Context: an optimization exercise on an open-source flow, tuned for small area. The choices shown serve that exercise and are no tape-out recipe. Function was checked by simulation only, so behaviour that the tests miss may differ from the original. The flow treats the clock pin as an ideal source. Dropping or thinning the clock tree relies on that and would not hold on a real chip. Power and IR drop assume default switching activity.

==> build 57: inputs <==
// GPIO_demo
module GPIO_demo (
    SW, BTN, CLK, RST, LED, UART_TXD,
    RGB0_Red, RGB0_Green, RGB0_Blue,
    RGB1_Red, RGB1_Green, RGB1_Blue,
    RGB2_Red, RGB2_Green, RGB2_Blue,
    RGB3_Red, RGB3_Green, RGB3_Blue
);
==> module UART_TX_CTRL, before the edit <==
module UART_TX_CTRL (CLK, RST, E_WRAP, V_LSB, PRESS, UART_TX);
    input  CLK;
    input  RST;       
    input  E_WRAP;    
    input  V_LSB;     
    input  PRESS;     
    output UART_TX;
    parameter [3:0] S_GUARD = 4'd9;
    parameter [3:0] S_WAIT  = 4'd10;
    parameter [3:0] S_PRESS = 4'd11;
    parameter [3:0] S_SEND  = 4'd13;
    parameter [3:0] S_IDLE  = 4'd14;
    parameter [3:0] S_STOP  = 4'd8;
    parameter [6:0] T_LOAD  = 7'd53;    
    parameter [6:0] T_LAST  = 7'd107;   
    parameter [5:0] C_WELCOME = 6'd33;
    parameter [5:0] C_BUTTON  = 6'd7;     
    reg [3:0] slot;
    reg [6:0] tmr;
    reg [5:0] chr;
    wire tmr_end = (tmr == T_LAST);
    wire timed   = (slot < 4'd9) || (slot > 4'd13);    
    wire last    = &chr[4:0];
    always @(posedge CLK) begin
        if (RST) slot <= S_GUARD;
        else case (slot)
            S_GUARD: if (E_WRAP && V_LSB) slot <= S_IDLE;
            S_WAIT:  if (PRESS) slot <= S_PRESS;
            S_STOP:  if (tmr_end) slot <= last ? (PRESS ? S_PRESS : S_WAIT) : S_SEND;
            4'd11, 4'd12, S_SEND: slot <= slot + 4'd1;
            default: if (tmr_end) slot <= slot + 4'd1;
        endcase
    end
    always @(posedge CLK) begin
        if (!timed) tmr <= T_LOAD;
        else        tmr <= {tmr[5:0], tmr[6] ^ tmr[5] ^ tmr_end};
    end
    always @(posedge CLK) begin
        if (slot == S_GUARD)      chr <= C_WELCOME;
        else if (slot == S_PRESS) chr <= C_BUTTON;
        else if (slot == S_SEND)  chr[4:0] <= chr[4:0] + 5'd1;    
    end
    function [7:0] rom_byte;
        input [5:0] idx;
        begin
            case (idx)
                6'd8 : rom_byte = 8'h42;
                6'd9 : rom_byte = 8'h75;
                6'd10: rom_byte = 8'h74;
                6'd11: rom_byte = 8'h74;
                6'd12: rom_byte = 8'h6F;
                6'd13: rom_byte = 8'h6E;
                6'd14: rom_byte = 8'h20;
                6'd15: rom_byte = 8'h70;
                6'd16: rom_byte = 8'h72;
                6'd17: rom_byte = 8'h65;
                6'd18: rom_byte = 8'h73;
                6'd19: rom_byte = 8'h73;
                6'd20: rom_byte = 8'h20;
                6'd21: rom_byte = 8'h64;
                6'd22: rom_byte = 8'h65;
                6'd23: rom_byte = 8'h74;
                6'd24: rom_byte = 8'h65;
                6'd25: rom_byte = 8'h63;
                6'd26: rom_byte = 8'h74;
                6'd27: rom_byte = 8'h65;
                6'd28: rom_byte = 8'h64;
                6'd29: rom_byte = 8'h21;
                6'd30: rom_byte = 8'h0A;
                6'd31: rom_byte = 8'h0D;
                6'd33: rom_byte = 8'h0A;
                6'd34: rom_byte = 8'h0D;
                6'd35: rom_byte = 8'h41;
                6'd36: rom_byte = 8'h52;
                6'd37: rom_byte = 8'h54;
                6'd38: rom_byte = 8'h59;
                6'd39: rom_byte = 8'h20;
                6'd40: rom_byte = 8'h47;
                6'd41: rom_byte = 8'h50;
                6'd42: rom_byte = 8'h49;
                6'd43: rom_byte = 8'h4F;
                6'd44: rom_byte = 8'h2F;
                6'd45: rom_byte = 8'h55;
                6'd46: rom_byte = 8'h41;
                6'd47: rom_byte = 8'h52;
                6'd48: rom_byte = 8'h54;
                6'd49: rom_byte = 8'h20;
                6'd50: rom_byte = 8'h44;
                6'd51: rom_byte = 8'h45;
                6'd52: rom_byte = 8'h4D;
                6'd53: rom_byte = 8'h4F;
                6'd54: rom_byte = 8'h21;
                6'd55: rom_byte = 8'h20;
                6'd56: rom_byte = 8'h20;
                6'd57: rom_byte = 8'h20;
                6'd58: rom_byte = 8'h20;
                6'd59: rom_byte = 8'h20;
                6'd60: rom_byte = 8'h20;
                6'd61: rom_byte = 8'h0A;
                6'd62: rom_byte = 8'h0A;
                6'd63: rom_byte = 8'h0D;
                default: rom_byte = 8'h00;
            endcase
        end
    endfunction
    wire [7:0] cur_byte = rom_byte(chr);
    assign UART_TX = slot[3] ? ~(slot[2] & slot[1] & slot[0]) : cur_byte[slot[2:0]];
endmodule
export LEC_CHECK = 0
export CAP_MARGIN = 20
export CORE_MARGIN = 2
export CORE_UTILIZATION = 65
export PLACE_DENSITY = 0.8
export SLEW_MARGIN = 20
create_clock -name core_clock -period 10.0 [get_ports {CLK}]
standard.sh (not shown) runs the stock make flow with config.mk's settings and CLKGATE_MAP_FILE= SYNTH_SCRIPT=/design/flow/synth_recipe.tcl, a recipe that flattens the netlist after the stock synthesis.
==> flow/flow/run.sh <==
#!/bin/bash
# Layout flow: the standard synthesis, then a stronger ABC re-mapping of the
# combinational logic (registers are kept as they are: same names, same cells),
# then the standard ORFS flow from floorplan to finish, with smaller port buffers
# and clock tree settings from flow/cts_args.txt or flow/manual_cts.tcl.
# Each tool's full output goes to a log file of its own in the work folder.
set -euo pipefail
WORK=$(pwd)
RES=$WORK/orfs/results/$FLOW_PLATFORM/GPIO_demo/base
SEEDS="${REOPT_SEEDS:-1 2 3 4 5 6}"
DEEP_T="${REOPT_T:-240}"

bash standard.sh synth > $WORK/log_1_standard_synth.txt 2>&1

cp $RES/1_2_yosys.v $RES/1_2_yosys_standard.v
# several ABC runs with different seeds in parallel; keep the smallest result
for s in $SEEDS; do
  sed -e "s/@T@/$DEEP_T/" -e "s/@S@/$s/" $WORK/flow/deep.script.in > $WORK/deep_$s.script
  REOPT_IN=$RES/1_2_yosys_standard.v REOPT_OUT=$WORK/reopt_$s.v \
    REOPT_SCRIPT=$WORK/deep_$s.script \
    yosys -c $WORK/flow/reopt.tcl > $WORK/log_2_reopt_seed$s.txt 2>&1 &
done
wait
best=""; best_area=""
for s in $SEEDS; do
  [[ -f $WORK/reopt_$s.v.stat.txt ]] || continue
  a=$(awk '/Chip area/ {print $NF}' $WORK/reopt_$s.v.stat.txt)
  echo "seed $s area $a" >> $WORK/log_2_reopt_choice.txt
  if [[ -z "$best" ]] || awk -v a=$a -v b=$best_area 'BEGIN {exit !(a < b)}'; then best=$s; best_area=$a; fi
done
echo "chosen seed $best area $best_area" >> $WORK/log_2_reopt_choice.txt
cp $WORK/reopt_$best.v $RES/1_2_yosys.v

export BUFFER_PORTS_ARGS="-buffer_cell sky130_fd_sc_hd__buf_1"
if [[ -f $WORK/flow/cts_args.txt ]]; then
  export CTS_ARGS="$(cat $WORK/flow/cts_args.txt)"
fi
# flow/manual_cts.tcl, if present, replaces TritonCTS with a fixed buffer grid
# (settings in flow/manual_cts.env)
if [[ -f $WORK/flow/manual_cts.tcl ]]; then
  export PRE_CTS_TCL=$WORK/flow/manual_cts.tcl
  set -a; source $WORK/flow/manual_cts.env; set +a
fi
bash standard.sh finish > $WORK/log_3_standard_finish.txt 2>&1
==> flow/flow/manual_cts.env <==
MANUAL_CTS_GX=3
MANUAL_CTS_GY=3
MANUAL_CTS_CELL=sky130_fd_sc_hd__clkbuf_4
MANUAL_CTS_ROOT=sky130_fd_sc_hd__clkbuf_8
MANUAL_CTS_SLEW_PS=105
MANUAL_CTS_UPSIZE=sky130_fd_sc_hd__clkbuf_8
==> flow/flow/manual_cts.tcl <==
# Clock buffering in place of TritonCTS: the clock port drives a few clock
# buffers (MANUAL_CTS_CELL), each driving the clock pins of the flip-flops in
# one group of nearby flip-flops: GX x GY groups, first a grid with equal
# counts per strip, then refined by k-means on the clock pin positions.
proc clock_tree_synthesis {args} {
  set gx [expr {[info exists ::env(MANUAL_CTS_GX)] ? $::env(MANUAL_CTS_GX) : 2}]
  set gy [expr {[info exists ::env(MANUAL_CTS_GY)] ? $::env(MANUAL_CTS_GY) : 2}]
  set cell [expr {[info exists ::env(MANUAL_CTS_CELL)] ? $::env(MANUAL_CTS_CELL) : "sky130_fd_sc_hd__clkbuf_8"}]
  set block [ord::get_db_block]
  set db [ord::get_db]
  set master [$db findMaster $cell]
  set clknet [[$block findBTerm CLK] getNet]
  set sinks {}
  foreach it [$clknet getITerms] {
    set bb [[$it getInst] getBBox]
    lappend sinks [list [expr {([$bb xMin] + [$bb xMax]) / 2}] [expr {([$bb yMin] + [$bb yMax]) / 2}] $it]
  }
  set sinks [lsort -integer -index 0 $sinks]
  # more than 4 leaf buffers: a root buffer drives them, so the clock port
  # itself drives a single cell
  set drv $clknet
  if {$gx * $gy > 4} {
    set rcell [expr {[info exists ::env(MANUAL_CTS_ROOT)] ? $::env(MANUAL_CTS_ROOT) : $cell}]
    set root [odb::dbInst_create $block [$db findMaster $rcell] "clkbuf_manual_root"]
    set drv [odb::dbNet_create $block "clknet_manual_root"]
    $drv setSigType CLOCK
    [$root findITerm A] connect $clknet
    [$root findITerm X] connect $drv
    set sx 0; set sy 0
    foreach s $sinks { set sx [expr {$sx + [lindex $s 0]}]; set sy [expr {$sy + [lindex $s 1]}] }
    $root setLocation [expr {$sx / [llength $sinks]}] [expr {$sy / [llength $sinks]}]
    $root setPlacementStatus PLACED
  }
  set n [llength $sinks]
  puts "manual CTS: $n sinks, ${gx}x${gy} x $cell"
  # initial groups: a GX x GY grid with equal counts per strip
  set groups {}
  for {set i 0} {$i < $gx} {incr i} {
    set strip [lsort -integer -index 1 [lrange $sinks [expr {$i * $n / $gx}] [expr {($i + 1) * $n / $gx - 1}]]]
    set m [llength $strip]
    for {set j 0} {$j < $gy} {incr j} {
      lappend groups [lrange $strip [expr {$j * $m / $gy}] [expr {($j + 1) * $m / $gy - 1}]]
    }
  }
  # refine with a few rounds of k-means on the pin positions
  set iters [expr {[info exists ::env(MANUAL_CTS_KMEANS)] ? $::env(MANUAL_CTS_KMEANS) : 10}]
  for {set it 0} {$it < $iters} {incr it} {
    set cents {}
    foreach grp $groups {
      if {[llength $grp] == 0} continue
      set sx 0; set sy 0
      foreach s $grp { set sx [expr {$sx + [lindex $s 0]}]; set sy [expr {$sy + [lindex $s 1]}] }
      lappend cents [list [expr {$sx / [llength $grp]}] [expr {$sy / [llength $grp]}]]
    }
    set groups {}
    foreach c $cents { lappend groups {} }
    foreach s $sinks {
      set best 0; set bd -1
      for {set k 0} {$k < [llength $cents]} {incr k} {
        set c [lindex $cents $k]
        set d [expr {abs([lindex $s 0] - [lindex $c 0]) + abs([lindex $s 1] - [lindex $c 1])}]
        if {$bd < 0 || $d < $bd} { set bd $d; set best $k }
      }
      lset groups $best [concat [lindex $groups $best] [list $s]]
    }
  }
  set g 0
  foreach grp $groups {
    if {[llength $grp] == 0} continue
    set buf [odb::dbInst_create $block $master "clkbuf_manual_$g"]
    set net [odb::dbNet_create $block "clknet_manual_$g"]
    $net setSigType CLOCK
    set sx 0; set sy 0
    foreach s $grp {
      set it [lindex $s 2]
      $it disconnect
      $it connect $net
      set sx [expr {$sx + [lindex $s 0]}]; set sy [expr {$sy + [lindex $s 1]}]
    }
    [$buf findITerm A] connect $drv
    [$buf findITerm X] connect $net
    set k [llength $grp]
    $buf setLocation [expr {$sx / $k}] [expr {$sy / $k}]
    $buf setPlacementStatus PLACED
    incr g
  }
  set_propagated_clock [all_clocks]
  # leaf buffers whose estimated worst clock-pin slew is over the limit are
  # upsized, repeatedly, along MANUAL_CTS_UPSIZE (a list of cells)
  set limit [expr {[info exists ::env(MANUAL_CTS_SLEW_PS)] ? $::env(MANUAL_CTS_SLEW_PS) : 100}]
  set sizes [expr {[info exists ::env(MANUAL_CTS_UPSIZE)] ? $::env(MANUAL_CTS_UPSIZE) : "sky130_fd_sc_hd__clkbuf_8 sky130_fd_sc_hd__clkbuf_16"}]
  foreach next $sizes {
    estimate_parasitics -placement
    for {set i 0} {$i < $g} {incr i} {
      set inst [$block findInst "clkbuf_manual_$i"]
      set worst 0
      foreach it [[[$inst findITerm X] getNet] getITerms] {
        if {[$it isInputSignal] || [$it getIoType] eq "INPUT"} {
          set pin [get_pins [[$it getInst] getName]/[[$it getMTerm] getName]]
          set sl [expr {[get_property $pin slew_max] * 1000.0}]
          if {$sl > $worst} { set worst $sl }
        }
      }
      puts "manual CTS: clkbuf_manual_$i [[$inst getMaster] getName] worst clock-pin slew $worst ps (estimate)"
      if {$worst > $limit} {
        $inst swapMaster [$db findMaster $next]
        puts "manual CTS: clkbuf_manual_$i -> $next"
      }
    }
  }
  estimate_parasitics -placement
}
Other scripts of this flow, unchanged in this note and not shown: flow/flow/deep.script.in, flow/flow/reopt.tcl
==> trial 25: changes against build 57 <==
--- a/flow/flow/run.sh
+++ b/flow/flow/run.sh
@@ -7,8 +7,8 @@
 set -euo pipefail
 WORK=$(pwd)
 RES=$WORK/orfs/results/$FLOW_PLATFORM/GPIO_demo/base
-SEEDS="${REOPT_SEEDS:-1 2 3 4 5 6}"
-DEEP_T="${REOPT_T:-240}"
+SEEDS="${REOPT_SEEDS:-1 2 3 4 5 6 7 8}"
+DEEP_T="${REOPT_T:-150}"
 
 bash standard.sh synth > $WORK/log_1_standard_synth.txt 2>&1
 
==> flow/flow/manual_cts.env (replaced) <==
MANUAL_CTS_GRIDS="3x3 4x2 2x4 3x4 4x3"
MANUAL_CTS_CELL=sky130_fd_sc_hd__clkbuf_4
MANUAL_CTS_ROOT=sky130_fd_sc_hd__clkbuf_4
MANUAL_CTS_SLEW_PS=100
MANUAL_CTS_UPSIZE="sky130_fd_sc_hd__clkbuf_8 sky130_fd_sc_hd__clkbuf_16"
==> flow/flow/manual_cts.tcl (replaced) <==

proc mcts_env {name default} {
  if {[info exists ::env($name)] && $::env($name) ne ""} { return $::env($name) }
  return $default
}

proc mcts_area {cell} {
  return [get_property [lindex [get_lib_cells */$cell] 0] area]
}

# build one tree; returns {area insts nets}
proc mcts_build {gx gy} {
  set cell [mcts_env MANUAL_CTS_CELL sky130_fd_sc_hd__clkbuf_4]
  set rcell [mcts_env MANUAL_CTS_ROOT $cell]
  set limit [mcts_env MANUAL_CTS_SLEW_PS 100]
  set sizes [mcts_env MANUAL_CTS_UPSIZE "sky130_fd_sc_hd__clkbuf_8 sky130_fd_sc_hd__clkbuf_16"]
  set iters [mcts_env MANUAL_CTS_KMEANS 10]
  set block [ord::get_db_block]
  set db [ord::get_db]
  set master [$db findMaster $cell]
  set clknet [[$block findBTerm CLK] getNet]
  set insts {}; set nets {}
  set sinks {}
  foreach it [$clknet getITerms] {
    set bb [[$it getInst] getBBox]
    lappend sinks [list [expr {([$bb xMin] + [$bb xMax]) / 2}] [expr {([$bb yMin] + [$bb yMax]) / 2}] $it]
  }
  set sinks [lsort -integer -index 0 $sinks]
  set n [llength $sinks]
  set drv $clknet
  if {$gx * $gy > 4} {
    set root [odb::dbInst_create $block [$db findMaster $rcell] "clkbuf_manual_root"]
    set drv [odb::dbNet_create $block "clknet_manual_root"]
    $drv setSigType CLOCK
    lappend insts $root; lappend nets $drv
    [$root findITerm A] connect $clknet
    [$root findITerm X] connect $drv
    set sx 0; set sy 0
    foreach s $sinks { set sx [expr {$sx + [lindex $s 0]}]; set sy [expr {$sy + [lindex $s 1]}] }
    $root setLocation [expr {$sx / $n}] [expr {$sy / $n}]
    $root setPlacementStatus PLACED
  }
  set groups {}
  for {set i 0} {$i < $gx} {incr i} {
    set strip [lsort -integer -index 1 [lrange $sinks [expr {$i * $n / $gx}] [expr {($i + 1) * $n / $gx - 1}]]]
    set m [llength $strip]
    for {set j 0} {$j < $gy} {incr j} {
      lappend groups [lrange $strip [expr {$j * $m / $gy}] [expr {($j + 1) * $m / $gy - 1}]]
    }
  }
  for {set it 0} {$it < $iters} {incr it} {
    set cents {}
    foreach grp $groups {
      if {[llength $grp] == 0} continue
      set sx 0; set sy 0
      foreach s $grp { set sx [expr {$sx + [lindex $s 0]}]; set sy [expr {$sy + [lindex $s 1]}] }
      lappend cents [list [expr {$sx / [llength $grp]}] [expr {$sy / [llength $grp]}]]
    }
    set groups {}
    foreach c $cents { lappend groups {} }
    foreach s $sinks {
      set best 0; set bd -1
      for {set k 0} {$k < [llength $cents]} {incr k} {
        set c [lindex $cents $k]
        set d [expr {abs([lindex $s 0] - [lindex $c 0]) + abs([lindex $s 1] - [lindex $c 1])}]
        if {$bd < 0 || $d < $bd} { set bd $d; set best $k }
      }
      lset groups $best [concat [lindex $groups $best] [list $s]]
    }
  }
  set leaves {}
  set g 0
  foreach grp $groups {
    if {[llength $grp] == 0} continue
    set buf [odb::dbInst_create $block $master "clkbuf_manual_$g"]
    set net [odb::dbNet_create $block "clknet_manual_$g"]
    $net setSigType CLOCK
    lappend insts $buf; lappend nets $net; lappend leaves $buf
    set sx 0; set sy 0
    foreach s $grp {
      set it [lindex $s 2]
      $it disconnect
      $it connect $net
      set sx [expr {$sx + [lindex $s 0]}]; set sy [expr {$sy + [lindex $s 1]}]
    }
    [$buf findITerm A] connect $drv
    [$buf findITerm X] connect $net
    set k [llength $grp]
    $buf setLocation [expr {$sx / $k}] [expr {$sy / $k}]
    $buf setPlacementStatus PLACED
    incr g
  }
  set_propagated_clock [all_clocks]
  set worst_all 0
  foreach next [concat $sizes {{}}] {
    estimate_parasitics -placement
    set worst_all 0
    foreach inst $leaves {
      set worst 0
      foreach it [[[$inst findITerm X] getNet] getITerms] {
        if {[$it getIoType] eq "INPUT"} {
          set pin [get_pins [[$it getInst] getName]/[[$it getMTerm] getName]]
          set sl [expr {[get_property $pin slew_max] * 1000.0}]
          if {$sl > $worst} { set worst $sl }
        }
      }
      if {$worst > $worst_all} { set worst_all $worst }
      if {$worst > $limit && $next ne ""} {
        $inst swapMaster [$db findMaster $next]
      }
    }
  }
  set area 0
  foreach inst $insts { set area [expr {$area + [mcts_area [[$inst getMaster] getName]]}] }
  # a tree still over the limit after all upsizing counts as unusable
  if {$worst_all > $limit} { set area [expr {$area + 1e6}] }
  puts "manual CTS: grid ${gx}x${gy}: [llength $leaves] leaves, buffer area $area um2, worst clock-pin slew $worst_all ps (estimate)"
  return [list $area $insts $nets]
}

proc mcts_undo {insts nets} {
  set block [ord::get_db_block]
  set clknet [[$block findBTerm CLK] getNet]
  foreach net $nets {
    foreach it [$net getITerms] {
      set inst [$it getInst]
      if {[lsearch -exact $insts $inst] >= 0} continue
      $it disconnect
      $it connect $clknet
    }
  }
  foreach inst $insts { odb::dbInst_destroy $inst }
  foreach net $nets { odb::dbNet_destroy $net }
}

proc clock_tree_synthesis {args} {
  set grids [mcts_env MANUAL_CTS_GRIDS "3x3"]
  set best ""; set best_area 0
  foreach gr $grids {
    lassign [split $gr x] gx gy
    lassign [mcts_build $gx $gy] area insts nets
    if {$best eq "" || $area < $best_area} { set best $gr; set best_area $area }
    mcts_undo $insts $nets
  }
  puts "manual CTS: chosen grid $best"
  lassign [split $best x] gx gy
  mcts_build $gx $gy
  estimate_parasitics -placement
}
==> build 81: changes against build 57 <==
--- a/flow/design.v
+++ b/flow/design.v
@@ -72,7 +72,7 @@
     always @(posedge CLK) begin
         if (slot == S_GUARD)      chr <= C_WELCOME;
         else if (slot == S_PRESS) chr <= C_BUTTON;
-        else if (slot == S_SEND)  chr[4:0] <= chr[4:0] + 5'd1;    
+        else if (slot == S_SEND)  chr <= chr + 6'd1;
     end
     function [7:0] rom_byte;
         input [5:0] idx;
--- a/flow/flow/run.sh
+++ b/flow/flow/run.sh
@@ -7,7 +7,7 @@
 set -euo pipefail
 WORK=$(pwd)
 RES=$WORK/orfs/results/$FLOW_PLATFORM/GPIO_demo/base
-SEEDS="${REOPT_SEEDS:-1 2 3 4 5 6}"
+SEEDS="${REOPT_SEEDS:-1 2 3 4}"
 DEEP_T="${REOPT_T:-240}"
 
 bash standard.sh synth > $WORK/log_1_standard_synth.txt 2>&1
==> qor summary <==
item	trial 25	build 57	build 81
Outcome	complete, no violations	complete, no violations	complete, no violations
DR iter-0 viols	261	237	114
Post-route clock period utilization	52.55%	51.15%	48.85%
Worst clock skew	36.39 ps	33.53 ps	16.48 ps
CP peak stage delay	400 ps	410 ps	500 ps
Net Switching	295.2 uW	292.3 uW	293.8 uW
Power in the clock group	162 uW	160 uW	165 uW
Post-route cell area	3681 sq um	3677 sq um	3689 sq um
End of the worst register-to-register path	RGB_Core.vcnt[8]	RGB_Core.vcnt[8]	RGB_Core.vcnt[7]
Total global routing track utilization	22.58%	22.25%	23.18%
Minimum setup slack in the final design	4745 ps	4885 ps	5115 ps
Die area	6017 sq um	6017 sq um	6026 sq um
Commonest non-fill, non-tap cell in the layout	nor2_1	nor2_1	-
Startpoint of the worst-slack reg-to-reg timing path	RGB_Core.ecnt_q[0]	RGB_Core.ecnt_q[0]	RGB_Core.ecnt_q[7]
Routed via count divided by cell count	5.768	5.778	5.541
Hold WS	379.0 ps	365.2 ps	387.3 ps
Arrival time at the worst endpoint	3260 ps	3110 ps	2890 ps
Clock network power share	19.5%	19.4%	19.6%
Clock-pin slew of the registers on the worst-case setup and hold paths	80 ps	110 ps	80 ps
Worst Path Max Fanout	10	10	9
DR vias	3,005	2,993	2,887
Fraction of area in registers	48.40%	48.45%	48.30%
Final core utilization	71.17%	71.09%	71.31%
Flip-flop and latch power	431 uW	431 uW	432 uW
Routed WL per cell	12.80 um	12.69 um	13.29 um
Setup WS pre-CTS	5404 ps	5404 ps	5505 ps
Dpl hpwl	4740 um	4740 um	5136 um
In every run of this note, the design's own scripts or RTL, not TritonCTS, make the clock network.

what the ideal ports hide:
The results above use ideal ports. As a check the final layouts listed here were re-extracted and re-timed, cells and wires unchanged.
Step 1 assumes that a clkbuf_16 drives the clock port and a buf_2 every other input.
Step 2 also shifts input and output timing later by t, the mid clock arrival at the registers, as if the neighbouring blocks saw the same clock.
a / b / c = ideal / step 1 / step 2; a / b = the first two.
run | shift t [ns] | setup slack, ns | clock arrival spread, ns | slew at the worst register clock pin (ns)
build 57 | 0.377 | 4.885 / 4.859 / 5.236 | 0.035 / 0.035 | 0.11 / 0.11
trial 25 | 0.462 | 4.745 / 4.720 / 5.182 | 0.036 / 0.037 | 0.10 / 0.10
build 81 | 0.376 | 5.115 / 5.087 / 5.463 | 0.019 / 0.020 | 0.09 / 0.09
After both steps every run listed still meets setup and hold.
